What follows belongs to an exercise in optimizing a design on an open flow for small area, a short achievable clock period and few clock cycles; a production flow would make more cautious choices. At most, simulation tests tie the RTL to the original design; equivalence was not proved.

==> flow/design.v (excerpt) <==
module cordic(i_clk, i_rst, i_en, o_vld, o_cosine, o_sine, i_theta);
Size in the first run: roughly 8000 cells after synthesis, about 1400 flip-flops, roughly 76 I/O pins, roughly 75000 um^2 of cells after synthesis.
==> flow/config.mk <==
export PLATFORM = sky130hd
export DESIGN_NAME = cordic
export DESIGN_NICKNAME = cordic
export VERILOG_FILES = /design/flow/design.v
export SDC_FILE = /design/flow/constraint.sdc
export NUM_CORES = 4
export LEC_CHECK = 0
export CAP_MARGIN = 20
export CORE_MARGIN = 2
export CORE_UTILIZATION = 40
export CTS_BUF_LIST = sky130_fd_sc_hd__clkbuf_16
export CTS_CLUSTER_DIAMETER = 100
export CTS_CLUSTER_SIZE = 25
export SLEW_MARGIN = 20
export SYNTH_MEMORY_MAX_BITS = 16384
==> flow/constraint.sdc <==
create_clock -name core_clock -period 10.0 [get_ports {i_clk}]
set_input_delay 2.0000 -clock core_clock [delete_from_list [all_inputs] [get_ports {i_clk}]]
set_output_delay 2.0000 -clock core_clock [all_outputs]
set_load 0.01 [all_outputs]
standard.sh (not shown) runs the stock make flow with config.mk's settings and CLKGATE_MAP_FILE= SYNTH_SCRIPT=/design/flow/synth_recipe.tcl, a recipe that flattens the netlist after the stock synthesis.
==> flow/flow/run.sh <==
#!/bin/bash
# The standard layout (standard.sh), with timing repair aiming for extra setup slack.
set -euo pipefail
export SETUP_SLACK_MARGIN=6.7
bash standard.sh > standard.log 2>&1
The baseline finished clean.
Change:
--- a/flow/flow/run.sh
+++ b/flow/flow/run.sh
@@ -4 +4 @@
-export SETUP_SLACK_MARGIN=6.7
+export SETUP_SLACK_MARGIN=6.6
What happened: The changed run finished with timing, DRC and antenna clean. Sequential share of layout area goes up by 0.24 points. Wire length goes down slightly. Via count came out lower slightly. Global-route usage came out lower by 0.16 points. Synthesized area stays the same. Cell area falls slightly. Clock skew fell by 0.0087 ns.
No run of this note included a check of the RTL's function; only the layout flow was run.

========
Another version of the RTL of cordic (not shown whole).
Size: about 76 I/O pins, ~81,000 sq um of cells after synthesis.
export LEC_CHECK = 0
export CAP_MARGIN = 20
export CORE_MARGIN = 2
export CORE_UTILIZATION = 40
export CTS_BUF_LIST = sky130_fd_sc_hd__clkbuf_16
export CTS_CLUSTER_DIAMETER = 100
export CTS_CLUSTER_SIZE = 25
export SLEW_MARGIN = 20
export SYNTH_HIERARCHICAL = 1
export SYNTH_MEMORY_MAX_BITS = 16384
create_clock -name core_clock -period 10.0 [get_ports {i_clk}]
==> flow/flow/run.sh <==
#!/bin/bash
# The standard layout (standard.sh), with timing repair aiming for extra setup slack.
set -euo pipefail
export SETUP_SLACK_MARGIN=6.8
bash standard.sh > standard.log 2>&1
Rerun with:
--- a/flow/flow/run.sh
+++ b/flow/flow/run.sh
@@ -3,3 +3,3 @@
 set -euo pipefail
-export SETUP_SLACK_MARGIN=6.8
+export SETUP_SLACK_MARGIN=6.6
 bash standard.sh > standard.log 2>&1
Die area is unchanged.
Setup slack gains 0.0078 ns.
Cell count fell by 0.64%.
Synthesized area is unchanged.
Core utilization fell by 0.62 points.
Cell area fell by about 1.4%.
Global-route usage stays flat.
Worst hold slack is about the same.
No functional check of the RTL was part of any run of this note.

========
cordic, a different RTL version from the one above (not shown whole).
Size: about 1,400 flip-flops, about 76 I/O pins, about 74,000 um2 of cells after synthesis.
==> flow/design.v (excerpt) <==
module cordic(i_clk, i_rst, i_en, o_vld, o_cosine, o_sine, i_theta);
==> flow/config.mk <==
export PLATFORM = sky130hd
export DESIGN_NAME = cordic
export DESIGN_NICKNAME = cordic
export VERILOG_FILES = /design/flow/design.v
export SDC_FILE = /design/flow/constraint.sdc
export NUM_CORES = 4
export LEC_CHECK = 0
export CAP_MARGIN = 20
export CORE_MARGIN = 2
export CORE_UTILIZATION = 40
export CTS_BUF_LIST = sky130_fd_sc_hd__clkbuf_16
export CTS_CLUSTER_DIAMETER = 100
export CTS_CLUSTER_SIZE = 25
export PLACE_DENSITY = 0.75
export SLEW_MARGIN = 20
==> flow/constraint.sdc <==
create_clock -name core_clock -period 10.0 [get_ports {i_clk}]
set_input_delay 2.0000 -clock core_clock [delete_from_list [all_inputs] [get_ports {i_clk}]]
set_output_delay 2.0000 -clock core_clock [all_outputs]
set_load 0.01 [all_outputs]
==> flow/flow/run.sh <==
#!/bin/bash
# The standard layout (standard.sh), with timing repair aiming for extra setup slack.
# make's full output goes to standard.log; ORFS's own per-step logs are under orfs/logs.
set -euo pipefail
export SETUP_SLACK_MARGIN=6.6
bash standard.sh > standard.log 2>&1
Testbench counts at the start, summed over its fixed seeds: cycles 8,432.
Edit:
--- a/flow/config.mk
+++ b/flow/config.mk
@@ -11,5 +11,4 @@
 export CTS_BUF_LIST = sky130_fd_sc_hd__clkbuf_16
-export CTS_CLUSTER_DIAMETER = 100
-export CTS_CLUSTER_SIZE = 25
-export PLACE_DENSITY = 0.75
+export CTS_CLUSTER_DIAMETER = 80
+export CTS_CLUSTER_SIZE = 20
 export SLEW_MARGIN = 20
=>
- The changed run finished with timing, DRC and antenna clean
- setup slack improved by 0.0046 ns
- via count decreases by 1.3%
- routed wire length increases by 2.3%
- clock skew decreases by 0.016 ns
- cell count increases by 0.50%
Edit:
==> flow/run.sh (new file) <==
#!/bin/bash
# synth_recipe.tcl (not shown) runs the flow's synth.tcl, then flattens the netlist and writes it again
# the make line also repeats each setting of config.mk as NAME=value (left out here)
make -C /OpenROAD-flow-scripts/flow DESIGN_CONFIG=/design/flow/config.mk WORK_HOME=/design/flow/orfs CLKGATE_MAP_FILE= SYNTH_SCRIPT=/design/flow/synth_recipe.tcl finish
--- a/flow/config.mk
+++ b/flow/config.mk
@@ -11,4 +11,4 @@
 export CTS_BUF_LIST = sky130_fd_sc_hd__clkbuf_16
-export CTS_CLUSTER_DIAMETER = 80
-export CTS_CLUSTER_SIZE = 20
+export CTS_CLUSTER_DIAMETER = 100
+export CTS_CLUSTER_SIZE = 25
 export SLEW_MARGIN = 20
removed: flow/flow/run.sh
removed: flow/standard.sh
Effect:
- The new run finished with timing, DRC and antenna clean
- cell area decreases by 1.8%
- core utilization drops by 0.79 points
- die area stays the same
- synthesized cell count stays the same
- non-clock buffer count goes down by 14
- via count fell by 1.1%
- cell count goes down by 0.73%
- hold slack got worse by 0.0092 ns
- setup slack gets worse by 0.64 ns

==> what the ideal ports hide <==
The flow's constraints put no driver on any port. The routed layouts listed below were extracted and timed again, unchanged, in two steps. Step 1 sets driving cells, clkbuf_16 on the clock port and buf_2 on the other inputs (assumed; they add their load-dependent delay and slew). Step 2 times the ports against the registers' clock, not the clock port: input delays grow and output delays shrink by t, the midpoint of the rising clock arrivals with the driver on. a / b / c = ideal / step 1 / step 2; a / b = the first two.
| run | t (ns) | setup WS [ns] | hold WS [ns] | latest minus earliest clock arrival (ns) | worst register clock-pin slew, ns |
|---|---|---|---|---|---|
| the first run of note 1 | 0.775 | 6.514 / 6.514 / 6.514 | 0.305 / 0.305 / 0.305 | 0.049 / 0.050 | 0.10 / 0.10 |
| the second run of note 1 | 0.791 | 6.534 / 6.534 / 6.534 | 0.319 / 0.319 / 0.319 | 0.046 / 0.046 | 0.10 / 0.10 |
| the first run of note 2 | 0.788 | 6.653 / 6.567 / 6.613 | 0.313 / 0.313 / 0.313 | 0.064 / 0.063 | 0.10 / 0.10 |
| the second run of note 2 | 0.786 | 6.661 / 6.576 / 6.617 | 0.312 / 0.312 / 0.312 | 0.062 / 0.062 | 0.10 / 0.10 |
| the first run of note 3 | 0.774 | 6.672 / 6.598 / 6.626 | 0.323 / 0.323 / 0.323 | 0.056 / 0.056 | 0.10 / 0.10 |
| the second run of note 3 | 0.802 | 6.677 / 6.601 / 6.617 | 0.313 / 0.313 / 0.313 | 0.038 / 0.038 | 0.08 / 0.08 |
| the third run of note 3 | 0.789 | 6.038 / 6.038 / 6.038 | 0.304 / 0.304 / 0.304 | 0.046 / 0.047 | 0.10 / 0.10 |
After both steps every run listed still meets setup and hold. The setup slack of the second run of note 3, which loses most, moves by -0.076 ns with the drivers and by -0.060 ns with both steps.
